Background: an optimization exercise with open tools, aiming at small area. Do not read the settings as production practice. Where RTL was checked, it was by simulation tests only, not by an equivalence proof against the original. For runs 6 and 7, only the layout was checked, not whether the RTL still works. Power is estimated from default activity; no workload was simulated.

### flow/design.v
module dsync #(
parameter STAGE = 2
) (
output  Q,
input   D,
input   clk,
input   rst
);
reg [STAGE-1:0] sync;
always @(posedge clk) begin
    if (rst) sync <= 'b0;
    else     sync <= {sync[STAGE-2:0], D};
end
assign Q = sync[STAGE-1];
endmodule
module fifo #(
parameter DWIDTH = 32,
parameter DEPTH = 4
) (
input               rst,
input               clk,
input               write,
input               read,
input [DWIDTH-1:0]  din,
output [DWIDTH-1:0] last_popped,   
output              ren,
output              full,
output              empty
);
localparam AWIDTH = $clog2(DEPTH);
reg [DWIDTH-1:0]  mem[2**AWIDTH-1:0];
reg [AWIDTH:0]    rdptr;
reg [AWIDTH:0]    wtptr;
wire [AWIDTH:0]   count;
wire              wen;
wire [AWIDTH-1:0] prev_rd;
assign count = wtptr - rdptr;
assign full  = (count == DEPTH);
assign empty = (count == 0);
assign wen   = !full & write;
assign ren   = !empty & read;
always @(posedge clk) begin
    if (rst) begin
        rdptr <= 'b0;
        wtptr <= 'b0;
    end else begin
        if (ren) rdptr <= rdptr + 1'b1;
        if (wen) wtptr <= wtptr + 1'b1;
    end
end
always @(posedge clk) begin
    if (wen) mem[wtptr[AWIDTH-1:0]] <= din;
end
assign prev_rd = rdptr[AWIDTH-1:0] - 1'b1;
assign last_popped = mem[prev_rd];
endmodule
module fwft_fifo #(
parameter DWIDTH = 32,
parameter DEPTH  = 4
) (
input               rst,
input               clk,
input               write,
input               read,
input [DWIDTH-1:0]  din,
output [DWIDTH-1:0] dout,
output              full,
output              empty
);
localparam AWIDTH = $clog2(DEPTH);
reg [DWIDTH-1:0]  mem[2**AWIDTH-1:0];
reg [AWIDTH:0]    rdptr;
reg [AWIDTH:0]    wtptr;
wire [AWIDTH:0]   count;
wire              ren;
wire              wen;
assign count = wtptr - rdptr;
assign full  = (count == DEPTH);
assign empty = (count == 0);
assign wen   = !full & write;
assign ren   = !empty & read;
always @(posedge clk) begin
    if (rst) begin
        rdptr <= 'b0;
        wtptr <= 'b0;
    end else begin
        if (ren) rdptr <= rdptr + 1'b1;
        if (wen) wtptr <= wtptr + 1'b1;
    end
end
always @(posedge clk) begin
    if (wen) mem[wtptr[AWIDTH-1:0]] <= din;
end
assign dout = mem[rdptr[AWIDTH-1:0]];
endmodule
module i2c_master #(
parameter       CLK_FREQ = 50,
parameter       I2C_CLK_FREQ = 100,
parameter       NUM_BYTE = 2,
parameter       BYTE_SIZE = 8,
parameter       DATA_WIDTH = NUM_BYTE * BYTE_SIZE
) (
input                           clk,
input                           rst,
input                           req,
input  [BYTE_SIZE-2:0]          slave_addr,
input  [DATA_WIDTH-1:0]         writedata,
output                          ready,
input                           i2c_SDA_i,
output                          i2c_SDA_w,
output                          i2c_SDA_o,
output                          i2c_SCL_w,
output                          i2c_SCL_o
);
localparam ADDR_DATA_WIDTH = NUM_BYTE * BYTE_SIZE + BYTE_SIZE;
localparam SYSCLK_COUNT    = (CLK_FREQ * 1000) / I2C_CLK_FREQ;
localparam DIVW            = $clog2(SYSCLK_COUNT);
localparam [2:0] S_IDLE  = 3'd0,
                 S_START = 3'd1,
                 S_ADDR  = 3'd2,
                 S_DATA  = 3'd3,
                 S_STOP  = 3'd4;
reg  sda_cap;
reg  sda_w_q, sda_o_q;
reg  [DIVW-1:0]            clk_divider;
reg  [ADDR_DATA_WIDTH-1:0] write_data;
reg  [2:0]                 state;
reg  [3:0]                 bitpos;
reg  [1:0]                 byte_count;
wire is_idle  = (state == S_IDLE);
wire is_start = (state == S_START);
wire is_addr  = (state == S_ADDR);
wire is_data  = (state == S_DATA);
wire is_stop  = (state == S_STOP);
wire in_ack   = (bitpos == 4'd9);
wire last_bit = (bitpos == 4'd8);
wire negedge_i = (clk_divider == SYSCLK_COUNT / 2 - 1);
wire posedge_i = (clk_divider == SYSCLK_COUNT - 1);
wire start     = req & is_idle;
wire start_byte = negedge_i & (is_start | ((is_addr | is_data) & in_ack));
assign ready     = is_idle;
assign i2c_SDA_w = sda_w_q;
assign i2c_SDA_o = sda_o_q;
wire div_zero = (clk_divider == 'b0);
assign i2c_SCL_o = is_idle | (clk_divider < SYSCLK_COUNT / 2);
assign i2c_SCL_w = is_idle ? ~div_zero : ~(is_start & div_zero);
always @(posedge clk) begin
    if (clk_divider == SYSCLK_COUNT / 2 - 3) sda_cap <= i2c_SDA_i;
end
always @(posedge clk) begin
    if (rst || posedge_i || is_idle) clk_divider <= 'b0;
    else                             clk_divider <= clk_divider + 1'b1;
end
always @(posedge clk) begin
    if (rst) begin
        state  <= S_IDLE;
        bitpos <= 4'd0;
    end else begin
        case (state)
        S_IDLE:  if (start) state <= S_START;
        S_START: if (negedge_i) state <= S_ADDR;
        S_ADDR:  if (negedge_i && in_ack) state <= S_DATA;
        S_DATA:  if (negedge_i && byte_count == 2'd2) state <= S_STOP;
        S_STOP:  if (negedge_i) state <= S_IDLE;
        default: state <= S_IDLE;
        endcase
        if (start_byte)      bitpos <= 4'd1;
        else if (negedge_i)  bitpos <= (bitpos == 4'd0 || in_ack) ? 4'd0 : bitpos + 1'b1;
    end
end
always @(posedge clk) begin
    if (rst || is_idle)                   byte_count <= 2'd0;
    else if (negedge_i && in_ack && is_data) byte_count <= byte_count + 1'b1;
end
always @(posedge clk) begin
    if (rst) begin
        sda_o_q <= 1'b1;
        sda_w_q <= 1'b0;
    end else if (is_idle) begin
        sda_w_q <= start;
        sda_o_q <= ~start;
    end else if (is_stop) begin
        if (negedge_i) sda_o_q <= 1'b1;
        sda_w_q <= 1'b1;
    end else if (negedge_i) begin
        if (last_bit) begin
            sda_w_q <= 1'b0;
            sda_o_q <= sda_cap;
        end else begin
            sda_w_q <= 1'b1;
            sda_o_q <= write_data[ADDR_DATA_WIDTH-1];
        end
    end
end
always @(posedge clk) begin
    if (start) write_data <= {slave_addr, 1'b0, writedata};
    else if (posedge_i & (is_addr | is_data) & ~last_bit)
        write_data <= write_data << 1;
end
endmodule
module audio_codec_transceiver #(
parameter SYSCLK = 50,
parameter WIDTH  = 32
) (
input                   clk,
input                   rst,
input  [WIDTH-1:0]      dacdat_in,    
input                   dacdat_load,  
output                  dacdat_req,
output [WIDTH-1:0]      adcdat_out,
output                  adcdat_vld,
output                  bclk,
output                  mclk,
output                  daclrc,
output                  dacdat,
output                  adclrc,
input                   adcdat
);
reg [5:0]        bclk_counter;    
reg [4:0]        lrc_counter;     
reg [WIDTH-1:0]  dac_sample;
reg              dac_valid;       
reg [WIDTH-1:0]  adcdat_q;
reg              one_xfer_done;
wire             bclk_negedge;
wire             lrc_posedge;
wire [1:0]       mclk_phase;
assign bclk_negedge = bclk_counter[5];              
assign lrc_posedge  = bclk_negedge & (&lrc_counter);
always @(posedge clk) begin
    if (rst || bclk_negedge) bclk_counter <= 'b0;
    else                     bclk_counter <= bclk_counter + 1'b1;
end
always @(posedge clk) begin
    if (rst)               lrc_counter <= 'b0;
    else if (bclk_negedge) lrc_counter <= lrc_counter + 1'b1;
end
assign mclk_phase = lrc_counter[1:0] + bclk_counter[1:0];
assign mclk   = mclk_phase[1];
assign bclk   = bclk_counter[5] | bclk_counter[4];   
assign daclrc = ~lrc_counter[4];
assign adclrc = ~lrc_counter[4];
always @(posedge clk) begin
    if (dacdat_load) dac_sample <= dacdat_in;
end
always @(posedge clk) begin
    if (rst)              dac_valid <= 1'b0;
    else if (dacdat_load) dac_valid <= 1'b1;
end
assign dacdat = dac_valid & dac_sample[~lrc_counter];
assign dacdat_req = (&lrc_counter) & (bclk_counter == 6'd31);
always @(posedge clk) begin
    one_xfer_done <= lrc_posedge;
    if (bclk_counter == 6'd13) adcdat_q <= {adcdat_q[WIDTH-2:0], adcdat};
end
assign adcdat_vld = one_xfer_done;
assign adcdat_out = adcdat_q;
endmodule
module audio_controller_csr
(
  input            clk,
  input            reset,
  input  [4:0]     i_sw_address,
  input            i_sw_read,
  input            i_sw_write,
  input            i_sw_select,
  input  [31:0]    i_sw_wrdata,
  output [31:0]    o_sw_rddata,
  input            i_hw_status_i2c_idle_q,
  input            i_hw_status_dac_fifo_full,
  input            i_hw_status_adc_fifo_empty,
  output           o_hw_ctrl_dac_sel,
  output           o_hw_ctrl_adc_sel,
  output           o_hw_adc_data_data_fifo_read,
  input  [31:0]    i_hw_adc_data_data_fifo_read_data,
  output           o_hw_dac_data_data_fifo_write,
  output [6:0]     o_hw_i2c_ctrl_i2c_id,
  output [15:0]    o_hw_i2c_ctrl_data,
  output           o_hw_i2c_ctrl_write
);
  reg    [31:0]    rddata_q;
  reg              dac_fifo_full_q;
  reg              adc_fifo_empty_q;
  reg              dac_sel_q;
  reg              adc_sel_q;
  reg    [6:0]     i2c_id_q;
  reg    [15:0]    i2c_data_q;
  reg              i2c_write_q;
  reg              i2c_ctrl_written;   
  wire a00 = (i_sw_address == 5'h00);
  wire a04 = (i_sw_address == 5'h04);
  wire a08 = (i_sw_address == 5'h08);
  wire a0c = (i_sw_address == 5'h0c);
  wire a10 = (i_sw_address == 5'h10);
  wire wr  = i_sw_write & i_sw_select;
  assign o_sw_rddata = rddata_q;
  assign o_hw_ctrl_dac_sel = dac_sel_q;
  assign o_hw_ctrl_adc_sel = adc_sel_q;
  assign o_hw_i2c_ctrl_i2c_id = i2c_id_q;
  assign o_hw_i2c_ctrl_data = i2c_data_q;
  assign o_hw_i2c_ctrl_write = i2c_write_q;
  always @(posedge clk) begin
    if (reset) rddata_q <= 32'h0;
    else if (i_sw_read & (a00 | a04 | a08 | a0c | a10))
      rddata_q <= ({32{a00}} & {29'b0, adc_fifo_empty_q, dac_fifo_full_q, i_hw_status_i2c_idle_q}) |
                  ({32{a04}} & {30'b0, adc_sel_q, dac_sel_q}) |
                  ({32{a08}} & i_hw_adc_data_data_fifo_read_data) |
                  ({32{a10 & i2c_ctrl_written}} & {8'b0, i2c_write_q, i2c_data_q, i2c_id_q});
  end
  always @(posedge clk) begin
    if (reset) begin
      dac_fifo_full_q <= 1'b0;
      adc_fifo_empty_q <= 1'b1;
      dac_sel_q <= 1'b1;
      adc_sel_q <= 1'b1;
      i2c_ctrl_written <= 1'b0;
      i2c_write_q <= 1'b0;
    end else begin
      dac_fifo_full_q <= i_hw_status_dac_fifo_full;
      adc_fifo_empty_q <= i_hw_status_adc_fifo_empty;
      if (wr & a04) begin
        dac_sel_q <= i_sw_wrdata[0];
        adc_sel_q <= i_sw_wrdata[1];
      end
      if (wr & a10) begin
        i2c_ctrl_written <= 1'b1;
        i2c_write_q <= i_sw_wrdata[23];
      end
    end
  end
  always @(posedge clk) begin
    if (wr & a10) begin
      i2c_id_q <= i_sw_wrdata[6:0];
      i2c_data_q <= i_sw_wrdata[22:7];
    end
  end
  assign o_hw_adc_data_data_fifo_read = i_sw_select & i_sw_read & a08;
  assign o_hw_dac_data_data_fifo_write = wr & a0c;
endmodule
module audio_controller #(
parameter SYSCLK = 50
) (
input           clk,
input           rst,
input  [4:0]    sw_address,
input           sw_read,
input           sw_write,
input           sw_select,
input  [31:0]   sw_wrdata,
output [31:0]   sw_rddata,
input           i2c_SDA_i,
output          i2c_SDA_w,
output          i2c_SDA_o,
output          i2c_SCL_w,
output          i2c_SCL_o,
output          bclk,
output          mclk,
output          daclrc,
output          dacdat,
output          adclrc,
input           adcdat,
input  [31:0]   dac_data_in,
input           dac_data_wr,
output          dac_fifo_full,
output [31:0]   adc_data_out,
input           adc_data_rd,
output          adc_fifo_empty
);
wire            hw_ctrl_dac_sel;
wire            hw_ctrl_adc_sel;
wire [15:0]     hw_i2c_ctrl_data;
wire [6:0]      hw_i2c_ctrl_i2c_id;
wire            hw_i2c_ctrl_write;
wire            hw_adc_fifo_read;
wire            hw_dac_fifo_write;
reg             hw_i2c_ctrl_write_s1;
wire            i2c_start;
wire            dac_fifo_ren;
reg             dac_popped;
wire [31:0]     dac_last_popped;
wire            dacdat_req;
wire [31:0]     adcdat_out;
wire            adcdat_vld;
always @(posedge clk) begin
    hw_i2c_ctrl_write_s1 <= hw_i2c_ctrl_write;
end
assign i2c_start = hw_i2c_ctrl_write & ~hw_i2c_ctrl_write_s1;
always @(posedge clk) begin
    if (rst) dac_popped <= 1'b0;
    else     dac_popped <= dac_fifo_ren;
end
audio_controller_csr audio_controller_csr
(
    .clk                        (clk),
    .reset                      (rst),
    .i_sw_address               (sw_address),
    .i_sw_read                  (sw_read),
    .i_sw_write                 (sw_write),
    .i_sw_select                (sw_select),
    .i_sw_wrdata                (sw_wrdata),
    .o_sw_rddata                (sw_rddata),
    .i_hw_status_i2c_idle_q     (~i2c_SCL_w),
    .i_hw_status_dac_fifo_full  (dac_fifo_full),
    .i_hw_status_adc_fifo_empty (adc_fifo_empty),
    .o_hw_ctrl_dac_sel          (hw_ctrl_dac_sel),
    .o_hw_ctrl_adc_sel          (hw_ctrl_adc_sel),
    .o_hw_i2c_ctrl_data         (hw_i2c_ctrl_data),
    .o_hw_i2c_ctrl_i2c_id       (hw_i2c_ctrl_i2c_id),
    .o_hw_i2c_ctrl_write        (hw_i2c_ctrl_write),
    .o_hw_adc_data_data_fifo_read      (hw_adc_fifo_read),
    .i_hw_adc_data_data_fifo_read_data (adc_data_out),
    .o_hw_dac_data_data_fifo_write     (hw_dac_fifo_write)
);
i2c_master #(.CLK_FREQ(SYSCLK), .NUM_BYTE(2), .BYTE_SIZE(8))
i2c_master (
    .clk                    (clk),
    .rst                    (rst),
    .req                    (i2c_start),
    .slave_addr             (hw_i2c_ctrl_i2c_id),
    .writedata              (hw_i2c_ctrl_data),
    /*verilator lint_off PINCONNECTEMPTY*/
    .ready                  (),
    /*verilator lint_on PINCONNECTEMPTY*/
    .i2c_SDA_i              (i2c_SDA_i),
    .i2c_SDA_w              (i2c_SDA_w),
    .i2c_SDA_o              (i2c_SDA_o),
    .i2c_SCL_w              (i2c_SCL_w),
    .i2c_SCL_o              (i2c_SCL_o)
);
fifo #(.DWIDTH(32), .DEPTH(4)) dac_fifo
(
    .rst         (rst),
    .clk         (clk),
    .write       (hw_ctrl_dac_sel ? dac_data_wr : hw_dac_fifo_write),
    .read        (dacdat_req),
    .din         (hw_ctrl_dac_sel ? dac_data_in : sw_wrdata),
    .last_popped (dac_last_popped),
    .ren         (dac_fifo_ren),
    .full        (dac_fifo_full),
    /*verilator lint_off PINCONNECTEMPTY*/
    .empty       ()
    /*verilator lint_on PINCONNECTEMPTY*/
);
fwft_fifo #(.DWIDTH(32), .DEPTH(4)) adc_fifo
(
    .rst    (rst),
    .clk    (clk),
    .write  (adcdat_vld),
    .read   (hw_ctrl_adc_sel ? adc_data_rd : hw_adc_fifo_read),
    .din    (adcdat_out),
    .dout   (adc_data_out),
    /*verilator lint_off PINCONNECTEMPTY*/
    .full   (),
    /*verilator lint_on PINCONNECTEMPTY*/
    .empty  (adc_fifo_empty)
);
audio_codec_transceiver #(.SYSCLK(SYSCLK))
audio_codec_transceiver
(
    .clk            (clk),
    .rst            (rst),
    .dacdat_in      (dac_last_popped),
    .dacdat_load    (dac_popped),
    .dacdat_req     (dacdat_req),
    .adcdat_out     (adcdat_out),
    .adcdat_vld     (adcdat_vld),
    .bclk           (bclk),
    .mclk           (mclk),
    .daclrc         (daclrc),
    .dacdat         (dacdat),
    .adclrc         (adclrc),
    .adcdat         (adcdat)
);
endmodule
### flow/flow/run.sh
#!/bin/bash
# The standard layout, with two changes:
# - the smallest buffer (buf_1) as the port buffer that global placement puts
#   on every input and output;
# - clock tree synthesis without dummy loads.
set -euo pipefail
export BUFFER_PORTS_ARGS="-buffer_cell sky130_fd_sc_hd__buf_1"
export CTS_ARGS="-sink_clustering_enable -repair_clock_nets -dont_use_dummy_load -buf_list sky130_fd_sc_hd__clkbuf_8 -sink_clustering_size 18 -sink_clustering_max_diameter 100"
bash standard.sh finish > standard_flow.log 2>&1
### flow/standard.sh
#!/bin/bash
# synth_recipe.tcl (not shown) runs the flow's synth.tcl, then flattens the netlist and writes it again
# the make line also repeats each setting of config.mk as NAME=value (left out here)
make -C /OpenROAD-flow-scripts/flow DESIGN_CONFIG=/design/flow/config.mk WORK_HOME=/design/flow/orfs CLKGATE_MAP_FILE= SYNTH_SCRIPT=/design/flow/synth_recipe.tcl "${@:-finish}"
### flow/config.mk
export PLATFORM = sky130hd
export DESIGN_NAME = audio_controller
export DESIGN_NICKNAME = audio_controller
export VERILOG_FILES = /design/flow/design.v
export SDC_FILE = /design/flow/constraint.sdc
export NUM_CORES = 4
export LEC_CHECK = 0
export CAP_MARGIN = 20
export CORE_MARGIN = 2
export CORE_UTILIZATION = 40
export CTS_BUF_LIST = sky130_fd_sc_hd__clkbuf_8
export CTS_CLUSTER_DIAMETER = 60
export CTS_CLUSTER_SIZE = 20
export PLACE_DENSITY = 0.6
export SLEW_MARGIN = 20
### flow/constraint.sdc
create_clock -name core_clock -period 20.0 [get_ports {clk}]
set_input_delay 4.0000 -clock core_clock [delete_from_list [all_inputs] [get_ports {clk}]]
set_output_delay 4.0000 -clock core_clock [all_outputs]
set_load 0.01 [all_outputs]
==> out/metrics.cfg, run 1 <==
[detailed_routing]
wl_per_cell_um=21.4
drt_pass1_iterations=9
dr_total_vias=9033
via_per_inst=5.26
wirelength_mm=36.7
drc=0
drtIter0Drc=911
ant_nets=0

[die]
die_w_um=213
die-area_um2=45500
start_util_pct=40.6
core_region_area_um2=43200
num_io_pins=153
die_h_um=213
rows=76

[worst_setup_path]
crit_path_start=audio_codec_transceiver.lrc_counter[0]$_SDFFE_PP0P_
required_ns=16.00
arrival_ns=2.95
reg2reg_depth=4
crit_path_end_kind=output pin
worstSetupStartpointType=register
crit_type=reg -> out
crit_end=dacdat
reg2reg_to=dac_fifo.mem[1][17]$_DFFE_PP_
rrSetupSlack_ns=17.24
r2r_start=audio_controller_csr.dac_sel_q$_SDFFE_PP1P_
critPathMaxFanout=15

[min_path]
hp-start=audio_controller_csr.i2c_ctrl_written$_SDFFE_PP0P_
hold_class=reg -> reg

[sta]
fin_tns_setup_ns=0
skew_ns=0.101
setup_violations=0
drv_slew=0
finalCriticalPeriod_ns=6.95
rsz0062_at_grt=no
post-route-period-util_pct=34.7
max-slew-margin-rel_pct=31.2
hold_violations=0
worst_slew_pin_slew_ns=1.03
clock.fmax_ghz=0.144

[synthesis]
synth-edff-count=367
synth_adder_area_share_pct=1.84
syn_inst=988
synth_common_cells=367 x edfxtp_1, 88 x dfxtp_1, 70 x nor2_1
syn_avg_cell_area_um2=17.8
synth-simple-area-share_pct=5.60
synth-seq-cells=455
synthXorXnorAreaFrac_pct=1.25
seq_area_frac_synth_pct=72.9
yosysWarnings=6
synth_largest_area_cell=edfxtp_1
synth_top_family_by_area=multiplexers
synth_mux_area_share_pct=12.2
yosysTopAreaCellShare_pct=62.8
synth.area.top_cells=edfxtp_1 63%, dfxtp_1 10%, mux4_2 8.9%, mux2_2 2.4%, ha_1 1.8%
synth_cell_type_count=56
yosysMostFrequentCell=edfxtp_1
synth.cell_area_um2=17500
synth_compound_area_share_pct=4.44
async_flop_share_pct=0
mappedNetlistNets=1091
synth_flop_cell=edfxtp_1

[final_layout]
synthToLayoutAreaGrowth_pct=9.17
drive_gt1_share_pct=15.2
stdcell_area_um2=19100
multi_input_area_um2=4460
finalNetCount=1236
ff_latch_area_um2=12800
nFillCells=3812
antenna_cells=0

[status]
status=timing/DRC/antenna clean

[global_routing]
grt_usage_pct=16.0
overflow=0
grt_pass1_vias=8853
grt_start_max_net_pins=79
top_usage_layer=met2
grt_pass1_wl_mm=54.4
met1_usage_pct=23.5
use_met3_pct=2.62
grt_antenna_before_repair=0
use_met2_pct=25.1

[power]
p_per_area_nw_per_um2=82.6
peakVddDrop_uv=45.9
p_leak_uw=0.00587

[placed_design]
io_buffers=152
placed_area_um2=18700
gp_congestion=0.821
dp_hpwl_mm=23.5

[clock_tree]
cts_resized=0
clk_path_buf_depth=3
cts.sinks=455
clk_pin_slew_ns=0.12
cts-hold-fix-buffers=0
cts_root_buffer=clkbuf_8
cts_tree=yes
numCtsBuffers=30
cts_setup_buffers=0
htree_levels=1
clkLatencyLatePin_ns=0.64

[run]
maxCapViolations=0

-- routing by layer --
metal  up-vias  part of all wire, %
met5         -                    0
met1      4600                   46
li1       4142                    -
met4         0                  1.7
met2       248                   46
met3        43                  5.4
-- cell families (layout without fill, tap and decap cells) --
kind of cell             count (synthesis)  count (layout)
flip-flops                             455             455
AND/OR/NAND/NOR                        188             188
multiplexers                           123             123
AO/OA/AOI/OAI                           97              97
buffers and inverters                   74             217
adder cells (fa/ha/maj)                 26              26
XOR/XNOR                                25              25
-- critical path, cell delays in order (launching register included) --
cell      delay [ns]
dfxtp_1         0.85
mux4_2          0.59
o22ai_1         0.16
a311oi_1        0.07
o41ai_1         0.36
a21oi_1         0.13
buf_1           0.16
-- final cells by class --
class / count / area share [%]
clock buffer: 30 / 2.16
inverter: 20 / 0.392
tap: 585 / 3.82
timing repair buffer: 167 / 3.57
multi-input combinational: 459 / 23.3
sequential: 455 / 66.8
-- worst min-delay path by stage --
stage / depth (start not counted) / end / slack [ns]
3_5_place_dp: 2 / audio_controller_csr.i2c_ctrl_written$_SDFFE_PP0P_ / 0.44
4_1_cts: 2 / audio_controller_csr.i2c_ctrl_written$_SDFFE_PP0P_ / 0.46
3_3_place_gp: 2 / audio_controller_csr.i2c_ctrl_written$_SDFFE_PP0P_ / 0.44
2_1_floorplan: 0 / hw_i2c_ctrl_write_s1$_DFF_P_ / 0.36
5_1_grt: 2 / audio_controller_csr.i2c_ctrl_written$_SDFFE_PP0P_ / 0.49
6_report: 2 / audio_controller_csr.i2c_ctrl_written$_SDFFE_PP0P_ / 0.46
-- power by group --
group | leakage, uW | switching [uW] | internal, uW
clock network | 0.000216 | 271 | 134
registers | 0.00399 | 6.23 | 1030
logic | 0.00167 | 80.3 | 55.4
-- sequential cells by signal, summed over array words and instances (netlist names), 2 cells and up, named ones only --
register	flops
audio_codec_transceiver.bclk_counter	6
audio_codec_transceiver.dac_sample	32
dac_fifo.wtptr	3
audio_controller_csr.rddata_q	32
audio_codec_transceiver.adcdat_q	32
dac_fifo.mem	128
adc_fifo.mem	128
i2c_master.state	3
audio_controller_csr.i2c_id_q	7
i2c_master.write_data	24
adc_fifo.rdptr	3
audio_controller_csr.i2c_data_q	16
i2c_master.byte_count	2
audio_codec_transceiver.lrc_counter	5
dac_fifo.rdptr	3
i2c_master.clk_divider	9
adc_fifo.wtptr	3
i2c_master.bitpos	4
-- layout by cell type, fill, tap and decap left out, drive strengths merged, types with 8 or more instances in the layout --
| master | n |
|---|---|
| nand2 | 23 |
| mux2i | 16 |
| edfxtp | 367 |
| and2 | 13 |
| ha | 25 |
| o21ai | 11 |
| xor2 | 13 |
| a22oi | 8 |
| buf | 167 |
| nand3 | 15 |
| clkbuf | 30 |
| dfxtp | 88 |
| nor2 | 71 |
| mux4 | 69 |
| xnor2 | 12 |
| a22o | 23 |
| mux2 | 38 |
| a21oi | 10 |
| inv | 20 |
| a222oi | 21 |
| nor3 | 14 |
-- per-stage QoR --
stage                     hold slack, ns  power, uW  worst slack (ns)  util [%]  std cells
after global routing               0.491       1640             12.86      44.4       1716
after floorplan                    0.364       1150             14.05         -        988
after CTS                          0.455       1600             12.93      44.4       1716
after global placement             0.443       1200             13.51      43.4       1686
after detailed placement           0.439       1200             13.50      43.4       1686
final                              0.459       1580             13.05      44.4       1716
==> inputs of run 2 (changes only) <==
==> flow/flow/run.sh (replaced) <==
#!/bin/bash
# The standard layout, with two changes:
# - the smallest buffer (buf_1) as the port buffer that global placement puts
#   on every input and output;
# - clock tree synthesis without dummy loads.
set -euo pipefail
export BUFFER_PORTS_ARGS="-buffer_cell sky130_fd_sc_hd__buf_1"
export CTS_ARGS="-sink_clustering_enable -repair_clock_nets -dont_use_dummy_load -buf_list sky130_fd_sc_hd__clkbuf_8 -sink_clustering_size 20 -sink_clustering_max_diameter 60"
bash standard.sh finish > standard_flow.log 2>&1
==> out/metrics.cfg, run 2 <==
[placed_design]
gp_congestion=0.821
io_buffers=152
dp_hpwl_mm=23.5
placedCellCount=1686

[synthesis]
syn_inst=988
synth_cell_type_count=56
synth_mux_area_share_pct=12.2
synth.area.top_cells=edfxtp_1 63%, dfxtp_1 10%, mux4_2 8.9%, mux2_2 2.4%, ha_1 1.8%
synth-simple-area-share_pct=5.60
mappedNetlistNets=1091
synth-edff-count=367
async_flop_share_pct=0
synth_compound_area_share_pct=4.44
syn_avg_cell_area_um2=17.8
synth.cell_area_um2=17500
seq_area_frac_synth_pct=72.9
synthXorXnorAreaFrac_pct=1.25
yosysTopAreaCellShare_pct=62.8
yosysMostFrequentCell=edfxtp_1
yosysWarnings=6
synth_largest_area_cell=edfxtp_1
synth_flop_cell=edfxtp_1
synth_common_cells=367 x edfxtp_1, 88 x dfxtp_1, 70 x nor2_1
synth_top_family_by_area=multiplexers
synth-seq-cells=455
synth_adder_area_share_pct=1.84

[final_layout]
antenna_cells=0
synthToLayoutAreaGrowth_pct=9.49
final_cell_count_no_fill=1720
layout_commonest_cell=edfxtp_1
final_cell_mix=367 x edfxtp_1, 151 x buf_1, 85 x dfxtp_1
drive_gt1_share_pct=15.5
finalNetCount=1240

[detailed_routing]
wirelength_mm=36.9
via_per_inst=5.33
ant_nets=0
dr_total_vias=9169
drc=0
drtIter0Drc=946
wl_per_cell_um=21.5
drt_pass1_iterations=6

[sta]
post-route-period-util_pct=34.3
worst_slew_pin_slew_ns=1.03
skew_ns=0.0801
max-slew-margin-rel_pct=31.0
finalCriticalPeriod_ns=6.86
setup_violations=0
rsz0062_at_grt=no
fin_tns_setup_ns=0
clock.fmax_ghz=0.146
hold_violations=0
drv_slew=0

[clock_tree]
clk_pin_slew_ns=0.10
cts_tree=yes
htree_levels=2
cts.sinks=455
cts_setup_buffers=0
cts_root_buffer=clkbuf_8
cts-hold-fix-buffers=0
numCtsBuffers=34
cts_resized=0
clkLatencyLatePin_ns=0.60
clk_path_buf_depth=3

[global_routing]
grt_pass1_wl_mm=54.3
grt_start_max_net_pins=79
overflow=0
grt_antenna_before_repair=0
grt_pass1_vias=8904
grt_usage_pct=16.2

[die]
start_util_pct=40.6
core_region_area_um2=43200
rows=76
die_w_um=213
die-area_um2=45500
num_io_pins=153
die_h_um=213

[run]
maxCapViolations=0

[status]
status=timing/DRC/antenna clean

[worst_setup_path]
required_ns=16.00
crit_path_start=audio_codec_transceiver.lrc_counter[0]$_SDFFE_PP0P_
crit_path_end_kind=output pin
crit_type=reg -> out
arrival_ns=2.86
worstSetupStartpointType=register
critPathMaxFanout=15
r2r_start=audio_controller_csr.dac_sel_q$_SDFFE_PP1P_

[min_path]
hp-start=audio_controller_csr.i2c_ctrl_written$_SDFFE_PP0P_
hold_class=reg -> reg

[power]
p_per_area_nw_per_um2=83.5
peakVddDrop_uv=47.3
p_leak_uw=0.00590

==> run 2: cell counts after synthesis <==
No cell type changed its count.
==> run 2: kinds of logic after synthesis <==
| logic type | Yosys count |
|---|---|
| AND/OR/NAND/NOR | 188 |
| flip-flops | 455 |
| multiplexers | 123 |
| buffers and inverters | 74 |
| XOR/XNOR | 25 |
| AO/OA/AOI/OAI | 97 |
| adder cells (fa/ha/maj) | 26 |
==> run 2: where the power goes <==
part	internal (uW)	leakage (uW)	switching [uW]	total [uW]
clock network	154	0.000244	273	427
logic	55.4	0.00167	80.5	136
registers	1030	0.00399	6.28	1040
total	1240	0.00590	360	1600
==> run 2: through the flow <==
stage / hold slack, ns / setup WS (ns) / total power (uW) / util (%) / instance area (um^2)
floorplan: 0.364 / 14.05 / 1150 / - / 17500
global placement: 0.443 / 13.51 / 1200 / 43.4 / 18700
detailed placement: 0.439 / 13.50 / 1200 / 43.4 / 18700
CTS: 0.450 / 12.97 / 1630 / 44.5 / 19200
global route: 0.486 / 12.91 / 1660 / 44.5 / 19200
finish: 0.450 / 13.14 / 1600 / 44.5 / 19200
==> run 2: area by class of cell <==
type,count,area (um^2)
sequential,455,12800
tap,585,732
timing repair buffer,167,684
inverter,20,75.1
multi-input combinational,459,4460
clock buffer,34,468
fill,3798,24000
==> run 2: worst max-delay path, cell delays in order (launching register included) <==
cell and delay, ns:
dfxtp_1 0.84, mux4_2 0.59, o22ai_1 0.16, a311oi_1 0.07, o41ai_1 0.35, a21oi_1 0.13, buf_1 0.16
==> run 2: routing by layer <==
layer  vias up  global-route usage (%)  part of all wire (%)
met3        56                    3.00                   6.0
li1       4151                       -                     -
met1      4677                    23.3                    46
met4         0                    4.98                   2.3
met2       285                    25.1                    46
met5         -                       0                     0
==> run 2: worst paths after layout <==
kind                                                   endpoint  slack (ns)  cells past startpoint
min reg2reg  audio_controller_csr.i2c_ctrl_written$_SDFFE_PP0P_        0.45                      2
max                                                      dacdat       13.14                      6
max reg2reg                        dac_fifo.mem[1][1]$_DFFE_PP_       17.36                      4
min          audio_controller_csr.i2c_ctrl_written$_SDFFE_PP0P_        0.45                      2
==> inputs of run 3 (changes only) <==
==> flow/config.mk (replaced) <==
export PLATFORM = sky130hd
export DESIGN_NAME = audio_controller
export DESIGN_NICKNAME = audio_controller
export VERILOG_FILES = /design/flow/design.v
export SDC_FILE = /design/flow/constraint.sdc
export NUM_CORES = 4
export LEC_CHECK = 0
export CAP_MARGIN = 0
export CORE_MARGIN = 2
export CORE_UTILIZATION = 40
export PLACE_DENSITY = 0.6
export SLEW_MARGIN = 0
==> out/metrics.cfg, run 3 <==
[clock_tree]
cts_root_buffer=clkbuf_8
cts_tree=yes
clk_path_buf_depth=3
clk_pin_slew_ns=0.10
cts.sinks=455
htree_levels=2
cts_setup_buffers=0
numCtsBuffers=34
clkLatencyLatePin_ns=0.60
cts-hold-fix-buffers=0
cts_resized=0

[synthesis]
syn_inst=988
yosysWarnings=6
yosysMostFrequentCell=edfxtp_1
yosysTopAreaCellShare_pct=62.8
mappedNetlistNets=1091
synth_cell_type_count=56
synth_flop_cell=edfxtp_1
seq_area_frac_synth_pct=72.9
syn_avg_cell_area_um2=17.8
synth.area.top_cells=edfxtp_1 63%, dfxtp_1 10%, mux4_2 8.9%, mux2_2 2.4%, ha_1 1.8%
synth-seq-cells=455
async_flop_share_pct=0
synth-edff-count=367
synth_common_cells=367 x edfxtp_1, 88 x dfxtp_1, 70 x nor2_1
synth_largest_area_cell=edfxtp_1
synth.cell_area_um2=17500

[placed_design]
io_buffers=152
gp_congestion=0.821
placedCellCount=1686
dp_hpwl_mm=23.5

[global_routing]
grt_start_max_net_pins=79
met1_usage_pct=23.3
use_met2_pct=25.1
grt_usage_pct=16.2
grt_pass1_vias=8904
top_usage_layer=met2
grt_antenna_before_repair=0
overflow=0
use_met3_pct=3.00
grt_pass1_wl_mm=54.3

[min_path]
hold_depth=2
hold_end=audio_controller_csr.i2c_ctrl_written$_SDFFE_PP0P_
hold_class=reg -> reg
hp-start=audio_controller_csr.i2c_ctrl_written$_SDFFE_PP0P_

[worst_setup_path]
r2r_start=audio_controller_csr.dac_sel_q$_SDFFE_PP1P_
arrival_ns=2.86
worstSetupStartpointType=register
crit_path_end_kind=output pin
crit_type=reg -> out
reg2reg_depth=4
reg2reg_to=dac_fifo.mem[1][1]$_DFFE_PP_
critPathMaxFanout=15
rrSetupSlack_ns=17.36
required_ns=16.00

[sta]
fin_tns_setup_ns=0
clock.fmax_ghz=0.146
drv_slew=0
setup_violations=0
worst_slew_pin_slew_ns=1.03
skew_ns=0.0801
hold_violations=0
rsz0062_at_grt=no
finalCriticalPeriod_ns=6.86
max-slew-margin-rel_pct=31.0
post-route-period-util_pct=34.3

[detailed_routing]
wirelength_mm=36.9
ant_nets=0
drc=0
drt_pass1_iterations=6
drtIter0Drc=946
dr_total_vias=9169
wl_per_cell_um=21.5
via_per_inst=5.33

[die]
die_w_um=213
die-area_um2=45500
start_util_pct=40.6
core_region_area_um2=43200
rows=76
num_io_pins=153
die_h_um=213

[final_layout]
ff_latch_area_um2=12800
antenna_cells=0
multi_input_area_um2=4460
final_cell_count_no_fill=1720
drive_gt1_share_pct=15.5
layout_commonest_cell=edfxtp_1
final_cell_mix=367 x edfxtp_1, 151 x buf_1, 85 x dfxtp_1
finalNetCount=1240
synthToLayoutAreaGrowth_pct=9.49
nFillCells=3798
fin_util_pct=44.5

[power]
p_per_area_nw_per_um2=83.5
peakVddDrop_uv=47.3
p_leak_uw=0.00590

[status]
status=timing/DRC/antenna clean

[run]
maxCapViolations=0

==> run 3: metrics by stage <==
| stage | hold slack, ns | total power [uW] | instance area (um^2) | worst slack (ns) |
|---|---|---|---|---|
| after floorplan | 0.364 | 1150 | 17500 | 14.05 |
| after CTS | 0.450 | 1630 | 19200 | 12.97 |
| after global placement | 0.443 | 1200 | 18700 | 13.51 |
| after global routing | 0.486 | 1660 | 19200 | 12.91 |
| final | 0.450 | 1600 | 19200 | 13.14 |
| after detailed placement | 0.439 | 1200 | 18700 | 13.50 |
==> run 3: worst max path at each step <==
stage                                                             start                            end  cells past startpoint
detailed placement                                        sw_address[1]  dac_fifo.mem[1][18]$_DFFE_PP_                      5
floorplan                                                 sw_address[1]   dac_fifo.mem[0][0]$_DFFE_PP_                      4
global route        audio_codec_transceiver.lrc_counter[0]$_SDFFE_PP0P_                         dacdat                      6
finish              audio_codec_transceiver.lrc_counter[0]$_SDFFE_PP0P_                         dacdat                      6
global placement                                          sw_address[1]  dac_fifo.mem[2][18]$_DFFE_PP_                      5
CTS                 audio_codec_transceiver.lrc_counter[0]$_SDFFE_PP0P_                         dacdat                      6
==> run 3: per-layer routing <==
metal	part of all wire, %	vias up
met5	0	-
met3	6.0	56
met2	46	285
met1	46	4677
met4	2.3	0
li1	-	4151
==> run 3: logic make-up (layout without fill, tap and decap cells) <==
group,count (synthesis),after routing,share of synthesized area (%)
AO/OA/AOI/OAI,97,97,4.44
XOR/XNOR,25,25,1.25
flip-flops,455,455,72.9
multiplexers,123,123,12.2
AND/OR/NAND/NOR,188,188,5.60
buffers and inverters,74,221,1.75
adder cells (fa/ha/maj),26,26,1.84
==> run 3: cell type report <==
class	instances	area share, %
clock buffers	34	2.44
inverters	20	0.391
multi-input cells	459	23.2
flip-flops and latches	455	66.6
well taps	585	3.81
repair buffers	167	3.56
==> run 3: power breakdown <==
| group | switching, uW | internal (uW) | total [uW] |
|---|---|---|---|
| logic | 80.5 | 55.4 | 136 |
| clock network | 273 | 154 | 427 |
| registers | 6.28 | 1030 | 1040 |
==> run 3: worst max-delay path, stage by stage, from the launching register on <==
cell and delay (ns):
dfxtp_1 0.84, mux4_2 0.59, o22ai_1 0.16, a311oi_1 0.07, o41ai_1 0.35, a21oi_1 0.13
buf_1 0.16
==> inputs of run 4 (changes only) <==
--- a/flow/config.mk
+++ b/flow/config.mk
@@ -7,6 +7,6 @@
 export LEC_CHECK = 0
-export CAP_MARGIN = 0
+export CAP_MARGIN = 20
 export CORE_MARGIN = 2
-export CORE_UTILIZATION = 40
-export PLACE_DENSITY = 0.6
-export SLEW_MARGIN = 0
+export CORE_UTILIZATION = 60
+export PLACE_DENSITY = 0.75
+export SLEW_MARGIN = 20
==> out/metrics.cfg, run 4 <==
[sta]
whs_ns=0.453
setup_slack_ns=13.16
fin_tns_setup_ns=0
max-slew-margin-rel_pct=29.7
hold_violations=0
post-route-period-util_pct=34.2
worst_slew_pin_slew_ns=1.05
clock.fmax_ghz=0.146
skew_ns=0.0770
rsz0062_at_grt=no
finalCriticalPeriod_ns=6.84
drv_slew=0
setup_violations=0

[synthesis]
synth_common_cells=367 x edfxtp_1, 88 x dfxtp_1, 70 x nor2_1
yosysTopAreaCellShare_pct=62.8
synth_cell_type_count=56
syn_avg_cell_area_um2=17.8
synth_flop_cell=edfxtp_1
yosysWarnings=6
synth.cell_area_um2=17500
synth_compound_area_share_pct=4.44
synth_adder_area_share_pct=1.84
async_flop_share_pct=0
syn_inst=988
synthXorXnorAreaFrac_pct=1.25
synth_top_family_by_area=multiplexers
synth-edff-count=367
synth.area.top_cells=edfxtp_1 63%, dfxtp_1 10%, mux4_2 8.9%, mux2_2 2.4%, ha_1 1.8%
synth-seq-cells=455
synth_largest_area_cell=edfxtp_1
mappedNetlistNets=1091
synth_mux_area_share_pct=12.2
yosysMostFrequentCell=edfxtp_1
synth-simple-area-share_pct=5.60
seq_area_frac_synth_pct=72.9

[placed_design]
gp_congestion=0.808
dp_slack_ns=13.57
io_buffers=152
placed_area_um2=18500
dp_hpwl_mm=22.1

[detailed_routing]
drc=0
ant_nets=0
wl_per_cell_um=22.8
dr_total_vias=9270
wirelength_mm=34.6
drt_pass1_iterations=8
via_per_inst=6.11
drtIter0Drc=784

[final_layout]
synthToLayoutAreaGrowth_pct=7.72
stdcell_area_um2=18900
final_cell_mix=367 x edfxtp_1, 151 x buf_1, 85 x dfxtp_1
finalNetCount=1236
layout_commonest_cell=edfxtp_1
drive_gt1_share_pct=15.1

[clock_tree]
numCtsBuffers=29
cts_root_buffer=clkbuf_8
clk_path_buf_depth=3
clkLatencyLatePin_ns=0.63
cts_setup_buffers=0
clk_pin_slew_ns=0.10
cts.sinks=455
htree_levels=1
cts_tree=yes
cts-hold-fix-buffers=0
cts_resized=0

[worst_setup_path]
crit_type=reg -> out
crit_path_end_kind=output pin
reg2reg_depth=7
worstSetupStartpointType=register
critPathMaxFanout=15
required_ns=16.00
arrival_ns=2.84

[global_routing]
overflow=0
grt_start_max_net_pins=79
grt_pass1_vias=9154
grt_pass1_wl_mm=52.7
grt_antenna_before_repair=3
grt_usage_pct=22.6

[die]
die-area_um2=30600
rows=62
num_io_pins=153
start_util_pct=60.9
core_region_area_um2=28800
die_h_um=175
die_w_um=175

[min_path]
hold_class=reg -> reg
hold_depth=2

[power]
p_per_area_nw_per_um2=82.7
switching_share_pct=22.0
p_clk_share_pct=24.9
peakVddDrop_uv=81.2
intPower_uw=1220
power.switching_uw=344
p_total_uw=1560
p_leak_uw=0.00587
p_seq_share_pct=66.5
power_frac_comb_pct=8.6

[status]
status=timing/DRC/antenna clean

[run]
maxCapViolations=0

-- run 4: cell counts after synthesis --
No cell type changed its count.
-- run 4: power groups by stage --
stage                     sequential (uW)  combinational (uW)  clock (uW)
after CTS                            1040                 137         398
after floorplan                      1060                92.7           0
final                                1040                 134         389
after detailed placement             1060                 136           0
after global routing                 1040                 146         428
after global placement               1060                 134           0
-- run 4: per-layer routing --
metal | track usage, % | vias to the layer above | routed length, um
met5 | 0 | - | 16
met4 | 6.70 | 2 | 867
met3 | 3.87 | 58 | 2640
met2 | 35.6 | 381 | 16300
met1 | 33.2 | 4676 | 14800
li1 | - | 4153 | -
-- run 4: layout make-up --
type / instances / area [um^2]
inverter: 20 / 75.1
sequential: 455 / 12800
antenna: 2 / 5.00
fill: 1975 / 9890
timing repair buffer: 168 / 692
clock buffer: 29 / 399
multi-input combinational: 459 / 4450
tap: 384 / 480
-- run 4: logic make-up after synthesis --
group	count (synthesis)
flip-flops	455
buffers and inverters	74
adder cells (fa/ha/maj)	26
XOR/XNOR	25
multiplexers	123
AO/OA/AOI/OAI	97
AND/OR/NAND/NOR	188
-- run 4: critical path: stages (launching register included) --
cell	delay [ns]
dfxtp_1	0.83
mux4_2	0.59
o22ai_1	0.18
a311oi_1	0.08
o41ai_1	0.35
a21oi_1	0.11
buf_1	0.16
-- run 4: metrics by stage --
stage,util (%),instances
6_report,65.6,1517
5_1_grt,65.6,1517
4_1_cts,65.6,1515
3_5_place_dp,64.2,1486
3_3_place_gp,64.2,1486
2_1_floorplan,-,988
-- run 4: worst paths after layout --
path / start / slack, ns / endpoint
worst max register to register: adc_fifo.wtptr[0]$_SDFFE_PP0P_ / 16.85 / adc_fifo.mem[0][30]$_DFFE_PP_
worst min register to register: audio_controller_csr.i2c_ctrl_written$_SDFFE_PP0P_ / 0.45 / audio_controller_csr.i2c_ctrl_written$_SDFFE_PP0P_
worst min-delay path: audio_controller_csr.i2c_ctrl_written$_SDFFE_PP0P_ / 0.45 / audio_controller_csr.i2c_ctrl_written$_SDFFE_PP0P_
worst max-delay path: audio_codec_transceiver.lrc_counter[0]$_SDFFE_PP0P_ / 13.16 / dacdat
==> inputs of run 5 (changes only) <==
--- a/flow/flow/run.sh
+++ b/flow/flow/run.sh
@@ -1,3 +1,6 @@
 #!/bin/bash
-# The standard layout, with two changes:
+# The standard layout, with three changes:
+# - synthesis maps logic with ORFS's speed script minus its final buffering
+#   and gate up/down-sizing passes (flow/abc_speed.script); the rest of the
+#   synthesis script, and so every register, is the standard one;
 # - the smallest buffer (buf_1) as the port buffer that global placement puts
@@ -8,2 +11,6 @@
 export CTS_ARGS="-sink_clustering_enable -repair_clock_nets -dont_use_dummy_load -buf_list sky130_fd_sc_hd__clkbuf_8 -sink_clustering_size 20 -sink_clustering_max_diameter 60"
+rm -rf scripts_abc
+cp -r "$FLOW_HOME/scripts" scripts_abc
+cp flow/abc_speed.script scripts_abc/abc_speed.script
+SCRIPTS_DIR="$PWD/scripts_abc" bash standard.sh synth > synth_flow.log 2>&1
 bash standard.sh finish > standard_flow.log 2>&1
==> flow/flow/abc_speed.script (new file) <==
&get -n
&st
&dch
&nf
&st
&syn2
&if -g -K 6
&synch2
&nf
&st
&syn2
&if -g -K 6
&synch2
&nf
&st
&syn2
&if -g -K 6
&synch2
&nf
&st
&syn2
&if -g -K 6
&synch2
&nf
&st
&syn2
&if -g -K 6
&synch2
&nf
&put
topo
stime -c
--- a/flow/config.mk
+++ b/flow/config.mk
@@ -9,4 +9,7 @@
 export CORE_MARGIN = 2
-export CORE_UTILIZATION = 60
-export PLACE_DENSITY = 0.75
+export CORE_UTILIZATION = 40
+export CTS_BUF_LIST = sky130_fd_sc_hd__clkbuf_8
+export CTS_CLUSTER_DIAMETER = 60
+export CTS_CLUSTER_SIZE = 20
+export PLACE_DENSITY = 0.6
 export SLEW_MARGIN = 20
==> out/metrics.cfg, run 5 <==
[die]
num_io_pins=153
die_w_um=212
start_util_pct=40.3
rows=76
die_h_um=212
core_region_area_um2=42800
die-area_um2=44800

[final_layout]
ff_latch_area_um2=12800
final_cell_mix=367 x edfxtp_1, 151 x buf_1, 85 x dfxtp_1
fin_util_pct=44.8
nFillCells=3783
multi_input_area_um2=4420
synthToLayoutAreaGrowth_pct=11.1
antenna_cells=0
finalNetCount=1247
drive_gt1_share_pct=11.8
layout_commonest_cell=edfxtp_1

[clock_tree]
clk_pin_slew_ns=0.11
cts_tree=yes
cts_resized=0
clk_path_buf_depth=3
cts_setup_buffers=0
cts-hold-fix-buffers=0
cts.sinks=455
cts_root_buffer=clkbuf_8
clkLatencyLatePin_ns=0.62
htree_levels=2
numCtsBuffers=36

[worst_setup_path]
slowest_delay_ns=0.85
crit_path_end_kind=output pin
crit_type=reg -> out
worstSetupStartpointType=register
crit_chain=mux4_2 > o22ai_1 > a311oi_1 > o41ai_1 > a21oi_1 > buf_1
crit_family=flip-flops
critPathMaxFanout=15
crit_buf_inv=1
arrival_ns=2.87
critical-path-slowest-cell=dfxtp_1
required_ns=16.00

[power]
p_seq_share_pct=64.1
power_frac_comb_pct=8.5
p_clk_share_pct=27.5
switching_share_pct=22.9
peakVddDrop_uv=59.0
p_leak_uw=0.00591
power.switching_uw=372
intPower_uw=1250
p_per_area_nw_per_um2=84.6

[placed_design]
gp_congestion=0.781
io_buffers=152
dp_hpwl_mm=23.7

[synthesis]
yosysWarnings=6
synth_flop_cell=edfxtp_1
synth.cell_area_um2=17300
synth-edff-count=367
mappedNetlistNets=1038
seq_area_frac_synth_pct=74.1
synth_largest_area_cell=edfxtp_1
yosysMostFrequentCell=edfxtp_1
syn_avg_cell_area_um2=18.5
synth.area.top_cells=edfxtp_1 64%, dfxtp_1 10%, mux4_2 9.0%, mux2_1 2.5%, ha_1 1.8%
synth_common_cells=367 x edfxtp_1, 88 x dfxtp_1, 71 x nor2_1
synth-seq-cells=455
yosysTopAreaCellShare_pct=63.8
syn_inst=935
synth_cell_type_count=46
async_flop_share_pct=0

[detailed_routing]
wirelength_mm=37.9
drc=0
drt_pass1_iterations=6
wl_per_cell_um=22.4
drtIter0Drc=789
ant_nets=0
dr_total_vias=9096
via_per_inst=5.39

[global_routing]
grt_pass1_wl_mm=56.9
grt_usage_pct=17.2
grt_pass1_vias=9035
overflow=0
grt_start_max_net_pins=79
grt_antenna_before_repair=0

[run]
maxCapViolations=0

[sta]
max-slew-margin-rel_pct=38.2
rsz0062_at_grt=no
skew_ns=0.0821
fin_tns_setup_ns=0
hold_violations=0
drv_slew=0
post-route-period-util_pct=34.3
worst_slew_pin_slew_ns=0.926
setup_violations=0
finalCriticalPeriod_ns=6.87
clock.fmax_ghz=0.146

[min_path]
hold_class=reg -> reg

[status]
status=timing/DRC/antenna clean

run 5: cell count changes in the layout (fill, tap and decap cells not counted), moves of 2 or more:
cell      delta
and2_2       -3
clkbuf_8     +7
diode_2      -2
mux2_1      +38
clkinv_1    +19
buf_4        +4
and2_0       +5
mux2_2      -37
or2_2        -5
or2_0        +4
inv_1       -20
run 5: worst paths after layout:
check                                                 startpoint                              to  slack (ns)  depth (start not counted)
min                audio_controller_csr.i2c_write_q$_SDFFE_PP0P_    hw_i2c_ctrl_write_s1$_DFF_P_        0.44                          0
max reg2reg                       dac_fifo.rdptr[0]$_SDFFE_PP0P_  dac_fifo.wtptr[2]$_SDFFE_PP0P_       17.03                          8
min reg2reg        audio_controller_csr.i2c_write_q$_SDFFE_PP0P_    hw_i2c_ctrl_write_s1$_DFF_P_        0.44                          0
max          audio_codec_transceiver.lrc_counter[0]$_SDFFE_PP0P_                          dacdat       13.13                          6
run 5: final cells by class:
cell class / count / area share (%)
sequential: 455 / 66.7
multi-input combinational: 459 / 23.0
timing repair buffer: 172 / 3.76
tap: 546 / 3.56
clock buffer: 36 / 2.58
inverter: 20 / 0.391
run 5: kinds of logic after synthesis:
family / after synthesis / share of synthesized area [%]
AO/OA/AOI/OAI: 97 / 4.43
XOR/XNOR: 25 / 1.27
adder cells (fa/ha/maj): 26 / 1.87
buffers and inverters: 21 / 0.478
flip-flops: 455 / 74.1
multiplexers: 123 / 12.4
AND/OR/NAND/NOR: 188 / 5.49
run 5: layer usage:
metal / vias to the layer above / GRT usage (%) / share of wire (%)
met2: 235 / 27.5 / 48
li1: 4170 / - / -
met1: 4652 / 24.2 / 46
met4: 0 / 4.40 / 2.0
met3: 39 / 3.35 / 5.0
met5: - / 0 / 0
run 5: power groups by stage:
stage / logic, uW / clock network (uW) / registers (uW)
floorplan: 72.9 / 0 / 1070
global placement: 141 / 0 / 1060
detailed placement: 141 / 0 / 1060
CTS: 142 / 462 / 1040
global route: 150 / 496 / 1040
finish: 137 / 445 / 1040
run 5: worst register-to-register path, stage by stage (launching register included):
cell     delay (ns)
dfxtp_2        0.33
buf_4          0.55
ha_1           0.26
nor2b_1        0.15
xnor2_1        0.12
a31oi_1        0.46
and2_1         0.20
buf_4          0.43
mux2_1         0.37
run 5: per-stage QoR:
step	hold slack, ns	instance area (um^2)	std cells	power (uW)	setup slack (ns)
after floorplan	0.364	17300	935	1150	13.13
after global placement	0.386	18700	1652	1200	13.46
after detailed placement	0.388	18700	1652	1200	13.42
after CTS	0.447	19200	1688	1640	13.03
after global routing	0.471	19200	1688	1690	12.87
final	0.437	19200	1688	1620	13.13
==> inputs of run 6 (changes only) <==
--- a/flow/design.v
+++ b/flow/design.v
@@ -117,21 +117,13 @@
 localparam DIVW            = $clog2(SYSCLK_COUNT);
-localparam [2:0] S_IDLE  = 3'd0,
-                 S_START = 3'd1,
-                 S_ADDR  = 3'd2,
-                 S_DATA  = 3'd3,
-                 S_STOP  = 3'd4;
-reg  sda_cap;
-reg  sda_w_q, sda_o_q;
 reg  [DIVW-1:0]            clk_divider;
 reg  [ADDR_DATA_WIDTH-1:0] write_data;
-reg  [2:0]                 state;
-reg  [3:0]                 bitpos;
-reg  [1:0]                 byte_count;
-wire is_idle  = (state == S_IDLE);
-wire is_start = (state == S_START);
-wire is_addr  = (state == S_ADDR);
-wire is_data  = (state == S_DATA);
-wire is_stop  = (state == S_STOP);
-wire in_ack   = (bitpos == 4'd9);
-wire last_bit = (bitpos == 4'd8);
+reg  [4:0]                 step;
+reg                        sda_cap;
+reg                        sda_o_q;
+wire is_idle  = (step == 5'd0);
+wire is_start = (step == 5'd1);
+wire is_stop  = (step == 5'd30);
+wire in_bytes = ~is_idle & ~is_start & ~is_stop;        
+wire last_bit = (step == 5'd9) | (step == 5'd18) | (step == 5'd27);
+wire ack_slot = (step == 5'd10) | (step == 5'd19) | (step == 5'd28);
 wire negedge_i = (clk_divider == SYSCLK_COUNT / 2 - 1);
@@ -139,7 +131,6 @@
 wire start     = req & is_idle;
-wire start_byte = negedge_i & (is_start | ((is_addr | is_data) & in_ack));
+wire div_zero  = (clk_divider == 'b0);
 assign ready     = is_idle;
-assign i2c_SDA_w = sda_w_q;
+assign i2c_SDA_w = is_idle ? ~div_zero : ~ack_slot;
 assign i2c_SDA_o = sda_o_q;
-wire div_zero = (clk_divider == 'b0);
 assign i2c_SCL_o = is_idle | (clk_divider < SYSCLK_COUNT / 2);
@@ -154,41 +145,12 @@
 always @(posedge clk) begin
-    if (rst) begin
-        state  <= S_IDLE;
-        bitpos <= 4'd0;
-    end else begin
-        case (state)
-        S_IDLE:  if (start) state <= S_START;
-        S_START: if (negedge_i) state <= S_ADDR;
-        S_ADDR:  if (negedge_i && in_ack) state <= S_DATA;
-        S_DATA:  if (negedge_i && byte_count == 2'd2) state <= S_STOP;
-        S_STOP:  if (negedge_i) state <= S_IDLE;
-        default: state <= S_IDLE;
-        endcase
-        if (start_byte)      bitpos <= 4'd1;
-        else if (negedge_i)  bitpos <= (bitpos == 4'd0 || in_ack) ? 4'd0 : bitpos + 1'b1;
-    end
+    if (rst)                        step <= 5'd0;
+    else if (start)                 step <= 5'd1;
+    else if (negedge_i)             step <= is_stop ? 5'd0 : step + 1'b1;
 end
 always @(posedge clk) begin
-    if (rst || is_idle)                   byte_count <= 2'd0;
-    else if (negedge_i && in_ack && is_data) byte_count <= byte_count + 1'b1;
-end
-always @(posedge clk) begin
-    if (rst) begin
-        sda_o_q <= 1'b1;
-        sda_w_q <= 1'b0;
-    end else if (is_idle) begin
-        sda_w_q <= start;
-        sda_o_q <= ~start;
-    end else if (is_stop) begin
-        if (negedge_i) sda_o_q <= 1'b1;
-        sda_w_q <= 1'b1;
-    end else if (negedge_i) begin
-        if (last_bit) begin
-            sda_w_q <= 1'b0;
-            sda_o_q <= sda_cap;
-        end else begin
-            sda_w_q <= 1'b1;
-            sda_o_q <= write_data[ADDR_DATA_WIDTH-1];
-        end
-    end
+    if (rst)                sda_o_q <= 1'b1;
+    else if (is_idle)       sda_o_q <= ~start;
+    else if (is_stop) begin
+        if (negedge_i)      sda_o_q <= 1'b1;
+    end else if (negedge_i) sda_o_q <= last_bit ? sda_cap : write_data[ADDR_DATA_WIDTH-1];
 end
@@ -196,3 +158,3 @@
     if (start) write_data <= {slave_addr, 1'b0, writedata};
-    else if (posedge_i & (is_addr | is_data) & ~last_bit)
+    else if (posedge_i & in_bytes & ~last_bit)
         write_data <= write_data << 1;
==> flow/flow/run.sh (replaced) <==
#!/bin/bash
# The standard layout, with two changes:
# - the smallest buffer (buf_1) as the port buffer that global placement puts
#   on every input and output;
# - clock tree synthesis without dummy loads.
set -euo pipefail
export BUFFER_PORTS_ARGS="-buffer_cell sky130_fd_sc_hd__buf_1"
export CTS_ARGS="-sink_clustering_enable -repair_clock_nets -dont_use_dummy_load -buf_list sky130_fd_sc_hd__clkbuf_8 -sink_clustering_size 20 -sink_clustering_max_diameter 60"
bash standard.sh finish > standard_flow.log 2>&1
removed: flow/flow/abc_speed.script
==> out/metrics.cfg, run 6 <==
[status]
status=timing/DRC/antenna clean

[final_layout]
layout_commonest_cell=edfxtp_1
finalNetCount=1226
final_cell_mix=367 x edfxtp_1, 151 x buf_1, 88 x nor2_1
synthToLayoutAreaGrowth_pct=10.2
drive_gt1_share_pct=16.1
nFillCells=3805
final_cell_count_no_fill=1707

[clock_tree]
cts_resized=0
numCtsBuffers=37
clk_path_buf_depth=3
htree_levels=2
cts_root_buffer=clkbuf_8
clkLatencyLatePin_ns=0.64
cts.sinks=450
cts_setup_buffers=0
cts-hold-fix-buffers=0
clk_pin_slew_ns=0.11
cts_tree=yes

[placed_design]
placedCellCount=1669
io_buffers=152
dp_hpwl_mm=22.7
gp_congestion=0.777

[synthesis]
synth_largest_area_cell=edfxtp_1
synth_cell_type_count=54
seq_area_frac_synth_pct=73.3
yosysTopAreaCellShare_pct=63.7
yosysWarnings=6
mappedNetlistNets=1065
synth-seq-cells=450
synth_common_cells=367 x edfxtp_1, 89 x nor2_1, 83 x dfxtp_1
syn_inst=962
async_flop_share_pct=0
synth_flop_cell=edfxtp_1
yosysMostFrequentCell=edfxtp_1
synth.cell_area_um2=17300
synth.area.top_cells=edfxtp_1 64%, dfxtp_1 9.6%, mux4_2 9.4%, mux2_2 2.3%, nor2_1 1.9%
syn_avg_cell_area_um2=18.0
synth-edff-count=367

[detailed_routing]
wl_per_cell_um=20.7
dr_total_vias=8819
drt_pass1_iterations=6
drtIter0Drc=724
drc=0
via_per_inst=5.17
ant_nets=0
wirelength_mm=35.3

[power]
intPower_uw=1250
p_per_area_nw_per_um2=84.5
p_leak_uw=0.00602
p_clk_share_pct=27.5
power_frac_comb_pct=8.6
p_seq_share_pct=63.9
peakVddDrop_uv=59.5
power.switching_uw=365
switching_share_pct=22.6

[worst_setup_path]
worst-path-stages=5
reg2reg_depth=7
crit_type=reg -> out
required_ns=16.00
worstSetupStartpointType=register
critical-path-slowest-cell=dfxtp_1
arrival_ns=2.69
crit_chain=mux4_2 > mux2_2 > o21ai_0 > nand3_1 > buf_1
critPathMaxFanout=12
crit_family=multiplexers
slowest_delay_ns=0.77
crit_buf_inv=1
crit_path_end_kind=output pin

[die]
num_io_pins=153
core_region_area_um2=42900
die_w_um=212
die-area_um2=44900
rows=76
die_h_um=212
start_util_pct=40.3

[sta]
max-slew-margin-rel_pct=27.4
hold_violations=0
fin_tns_setup_ns=0
skew_ns=0.0935
worst_slew_pin_slew_ns=1.09
drv_slew=0
finalCriticalPeriod_ns=6.69
rsz0062_at_grt=no
post-route-period-util_pct=33.5
clock.fmax_ghz=0.149
setup_violations=0

[global_routing]
grt_antenna_before_repair=0
grt_pass1_vias=8633
grt_start_max_net_pins=66
overflow=0
grt_usage_pct=15.9
grt_pass1_wl_mm=52.7

[min_path]
hold_depth=0
hold_class=reg -> reg

[run]
maxCapViolations=0

==> run 6: worst register-to-register path, cell delays in order (launching register included) <==
cell and delay (ns):
dfxtp_1 0.40, inv_1 0.10, ha_1 0.19, nor2b_1 0.13
xnor2_1 0.17, a31oi_1 0.52, and2_1 0.67, buf_4 0.45
==> run 6: cells by family (layout without fill, tap and decap cells) <==
family                   Yosys count  in the layout  share of synthesized area (%)
multiplexers                     123            123                           12.6
AO/OA/AOI/OAI                     84             84                           4.10
flip-flops                       450            450                           73.3
AND/OR/NAND/NOR                  182            182                           5.06
other                              0              1                              0
XOR/XNOR                          28             28                           1.42
buffers and inverters             70            229                           1.69
adder cells (fa/ha/maj)           25             25                           1.81
==> run 6: layout make-up <==
| class | instances | area (um^2) | share of cell area [%] |
|---|---|---|---|
| sequential | 450 | 12700 | 66.6 |
| clock buffer | 37 | 509 | 2.67 |
| timing repair buffer | 171 | 714 | 3.75 |
| multi-input combinational | 442 | 4340 | 22.7 |
| antenna | 1 | 2.50 | 0.0131 |
| tap | 585 | 732 | 3.84 |
| inverter | 21 | 78.8 | 0.414 |
==> run 6: path summary, 6_finish.rpt <==
path                                        end  slack, ns                                           startpoint
hold reg to reg    hw_i2c_ctrl_write_s1$_DFF_P_       0.43        audio_controller_csr.i2c_write_q$_SDFFE_PP0P_
hold / removal     hw_i2c_ctrl_write_s1$_DFF_P_       0.43        audio_controller_csr.i2c_write_q$_SDFFE_PP0P_
setup reg to reg  adc_fifo.mem[1][19]$_DFFE_PP_      16.97                       adc_fifo.wtptr[0]$_SDFFE_PP0P_
setup / recovery                         dacdat      13.31  audio_codec_transceiver.lrc_counter[1]$_SDFFE_PP0P_
==> run 6: metal layers <==
layer | GRT usage (%) | wire, um
met1 | 22.7 | 16000
met2 | 25.0 | 16600
met3 | 3.09 | 2050
met4 | 4.35 | 594
met5 | 0 | 0
==> run 6: power groups by stage <==
stage	registers, uW	logic [uW]	clock network, uW
2_1_floorplan	1050	92.5	0
3_3_place_gp	1050	142	0
3_5_place_dp	1050	142	0
4_1_cts	1030	143	460
5_1_grt	1030	151	491
6_report	1030	139	442
==> run 6: through the flow <==
stage               utilization, %  setup slack (ns)  hold slack, ns  instance area [um^2]  power (uW)
floorplan                        -             13.51           0.358                 17300        1140
global placement              43.2             13.56           0.423                 18500        1190
detailed placement            43.2             13.49           0.431                 18500        1190
CTS                           44.4             13.20           0.445                 19100        1630
global route                  44.4             13.08           0.456                 19100        1670
finish                        44.4             13.31           0.434                 19100        1610
==> inputs of run 7 (changes only) <==
--- a/flow/config.mk
+++ b/flow/config.mk
@@ -9,7 +9,4 @@
 export CORE_MARGIN = 2
-export CORE_UTILIZATION = 40
-export CTS_BUF_LIST = sky130_fd_sc_hd__clkbuf_8
-export CTS_CLUSTER_DIAMETER = 60
-export CTS_CLUSTER_SIZE = 20
-export PLACE_DENSITY = 0.6
+export CORE_UTILIZATION = 60
+export PLACE_DENSITY = 0.75
 export SLEW_MARGIN = 20
==> out/metrics.cfg, run 7 <==
[global_routing]
grt_pass1_wl_mm=50.2
grt_antenna_before_repair=0
overflow=0
met1_usage_pct=33.0
grt_usage_pct=21.6
top_usage_layer=met2
use_met3_pct=3.42
grt_pass1_vias=8669
use_met2_pct=33.6
grt_start_max_net_pins=66

[synthesis]
synth_flop_cell=edfxtp_1
yosysTopAreaCellShare_pct=63.7
yosysMostFrequentCell=edfxtp_1
synth_largest_area_cell=edfxtp_1
seq_area_frac_synth_pct=73.3
yosysWarnings=6
synth.cell_area_um2=17300
syn_inst=962
synth_cell_type_count=54
synth-edff-count=367
synth-seq-cells=450
mappedNetlistNets=1065
syn_avg_cell_area_um2=18.0
synth_common_cells=367 x edfxtp_1, 89 x nor2_1, 83 x dfxtp_1
synth.area.top_cells=edfxtp_1 64%, dfxtp_1 9.6%, mux4_2 9.4%, mux2_2 2.3%, nor2_1 1.9%
async_flop_share_pct=0

[detailed_routing]
wirelength_mm=32.7
drtIter0Drc=836
ant_nets=0
drc=0
via_per_inst=6.00
drt_pass1_iterations=7
dr_total_vias=8987
wl_per_cell_um=21.9

[sta]
rsz0062_at_grt=no
skew_ns=0.0600
finalCriticalPeriod_ns=6.63
max-slew-margin-rel_pct=25.6
setup_violations=0
worst_slew_pin_slew_ns=1.12
drv_slew=0
post-route-period-util_pct=33.1
fin_tns_setup_ns=0
clock.fmax_ghz=0.151
hold_violations=0
setup_slack_ns=13.37

[worst_setup_path]
worst-path-stages=5
crit_family=multiplexers
worstSetupStartpointType=register
slowest_delay_ns=0.74
crit_end=dacdat
crit_path_start=audio_codec_transceiver.lrc_counter[1]$_SDFFE_PP0P_
arrival_ns=2.63
r2r_start=i2c_master.clk_divider[0]$_SDFF_PP0_
critical-path-slowest-cell=dfxtp_1
crit_chain=mux4_2 > mux2_2 > o21ai_0 > nand3_1 > buf_1
reg2reg_to=i2c_master.write_data[18]$_DFFE_PP_
crit_type=reg -> out
required_ns=16.00
rrSetupSlack_ns=17.29
critPathMaxFanout=12
crit_buf_inv=1
reg2reg_depth=6
crit_path_end_kind=output pin

[clock_tree]
cts.sinks=450
cts-hold-fix-buffers=0
cts_root_buffer=clkbuf_8
cts_resized=0
htree_levels=1
clk_pin_slew_ns=0.12
clk_path_buf_depth=3
cts_tree=yes
cts_setup_buffers=0
clkLatencyLatePin_ns=0.61
numCtsBuffers=29

[power]
p_leak_uw=0.00597
p_total_uw=1550
power.switching_uw=340
power_frac_comb_pct=8.8
switching_share_pct=21.9
p_seq_share_pct=66.5
intPower_uw=1210
p_per_area_nw_per_um2=82.9
p_clk_share_pct=24.8
peakVddDrop_uv=70.0

[placed_design]
io_buffers=152
dp_slack_ns=13.57
dp_hpwl_mm=20.9
gp_congestion=0.836
placedCellCount=1468

[die]
die_w_um=174
die_h_um=174
num_io_pins=153
core_region_area_um2=28500
rows=62
start_util_pct=60.6
die-area_um2=30200

[final_layout]
antenna_cells=0
nFillCells=1975
finalNetCount=1218
final_cell_mix=367 x edfxtp_1, 151 x buf_1, 88 x nor2_1
multi_input_area_um2=4330
ff_latch_area_um2=12700
fin_util_pct=65.5
synthToLayoutAreaGrowth_pct=8.05
drive_gt1_share_pct=15.5
layout_commonest_cell=edfxtp_1
final_cell_count_no_fill=1497

[run]
maxCapViolations=0

[min_path]
hold_class=reg -> reg

[status]
status=timing/DRC/antenna clean

==> run 7: worst min-delay path by stage <==
stage / start / endpoint / cells past startpoint
final: audio_controller_csr.i2c_write_q$_SDFFE_PP0P_ / hw_i2c_ctrl_write_s1$_DFF_P_ / 0
after CTS: audio_controller_csr.i2c_write_q$_SDFFE_PP0P_ / hw_i2c_ctrl_write_s1$_DFF_P_ / 0
after global placement: audio_controller_csr.i2c_write_q$_SDFFE_PP0P_ / hw_i2c_ctrl_write_s1$_DFF_P_ / 0
after detailed placement: audio_controller_csr.i2c_write_q$_SDFFE_PP0P_ / hw_i2c_ctrl_write_s1$_DFF_P_ / 0
after floorplan: audio_controller_csr.i2c_write_q$_SDFFE_PP0P_ / hw_i2c_ctrl_write_s1$_DFF_P_ / 0
after global routing: audio_controller_csr.i2c_write_q$_SDFFE_PP0P_ / hw_i2c_ctrl_write_s1$_DFF_P_ / 0
==> run 7: power by group through the flow <==
stage	registers [uW]	logic, uW	clock network [uW]
2_1_floorplan	1050	92.5	0
3_3_place_gp	1050	136	0
3_5_place_dp	1050	137	0
4_1_cts	1030	138	395
5_1_grt	1030	147	426
6_report	1030	136	384
==> run 7: kinds of logic (layout without fill, tap and decap cells) <==
group,after synthesis,in the layout,share of synthesized area [%]
xor gates and xnor gates,28,28,1.42
muxes,123,123,12.6
adders and majority gates,25,25,1.81
AOI/OAI and AO/OA,84,84,4.10
and+or+nand+nor,182,182,5.06
DFF,450,450,73.3
buffers and inverters,70,221,1.69
==> run 7: per-layer routing <==
layer	part of all wire (%)	wire length, um	vias to the layer above
met5	0	0	-
met4	1.8	592	0
met3	7.3	2400	35
met2	47	15400	336
met1	44	14300	4582
li1	-	-	4034
==> run 7: worst reg2reg max path: cells and delay by family (launching register included) <==
kind / cells / cell delay, ns
AO/OA/AOI/OAI: 1 / 0.29
adder cells (fa/ha/maj): 1 / 0.26
buffers and inverters: 1 / 0.33
flip-flops: 1 / 0.40
AND/OR/NAND/NOR: 3 / 1.08
==> run 7: metrics by stage <==
stage                     hold slack, ns  instance area, um^2
after floorplan                    0.358                17300
after global placement             0.421                18300
after detailed placement           0.419                18300
after CTS                          0.456                18700
after global routing               0.470                18700
final                              0.456                18700
==> run 7: layout make-up <==
type / instances / area share [%]
tap: 384 / 2.57
multi-input combinational: 442 / 23.2
inverter: 21 / 0.422
timing repair buffer: 171 / 3.82
clock buffer: 29 / 2.14
sequential: 450 / 67.9
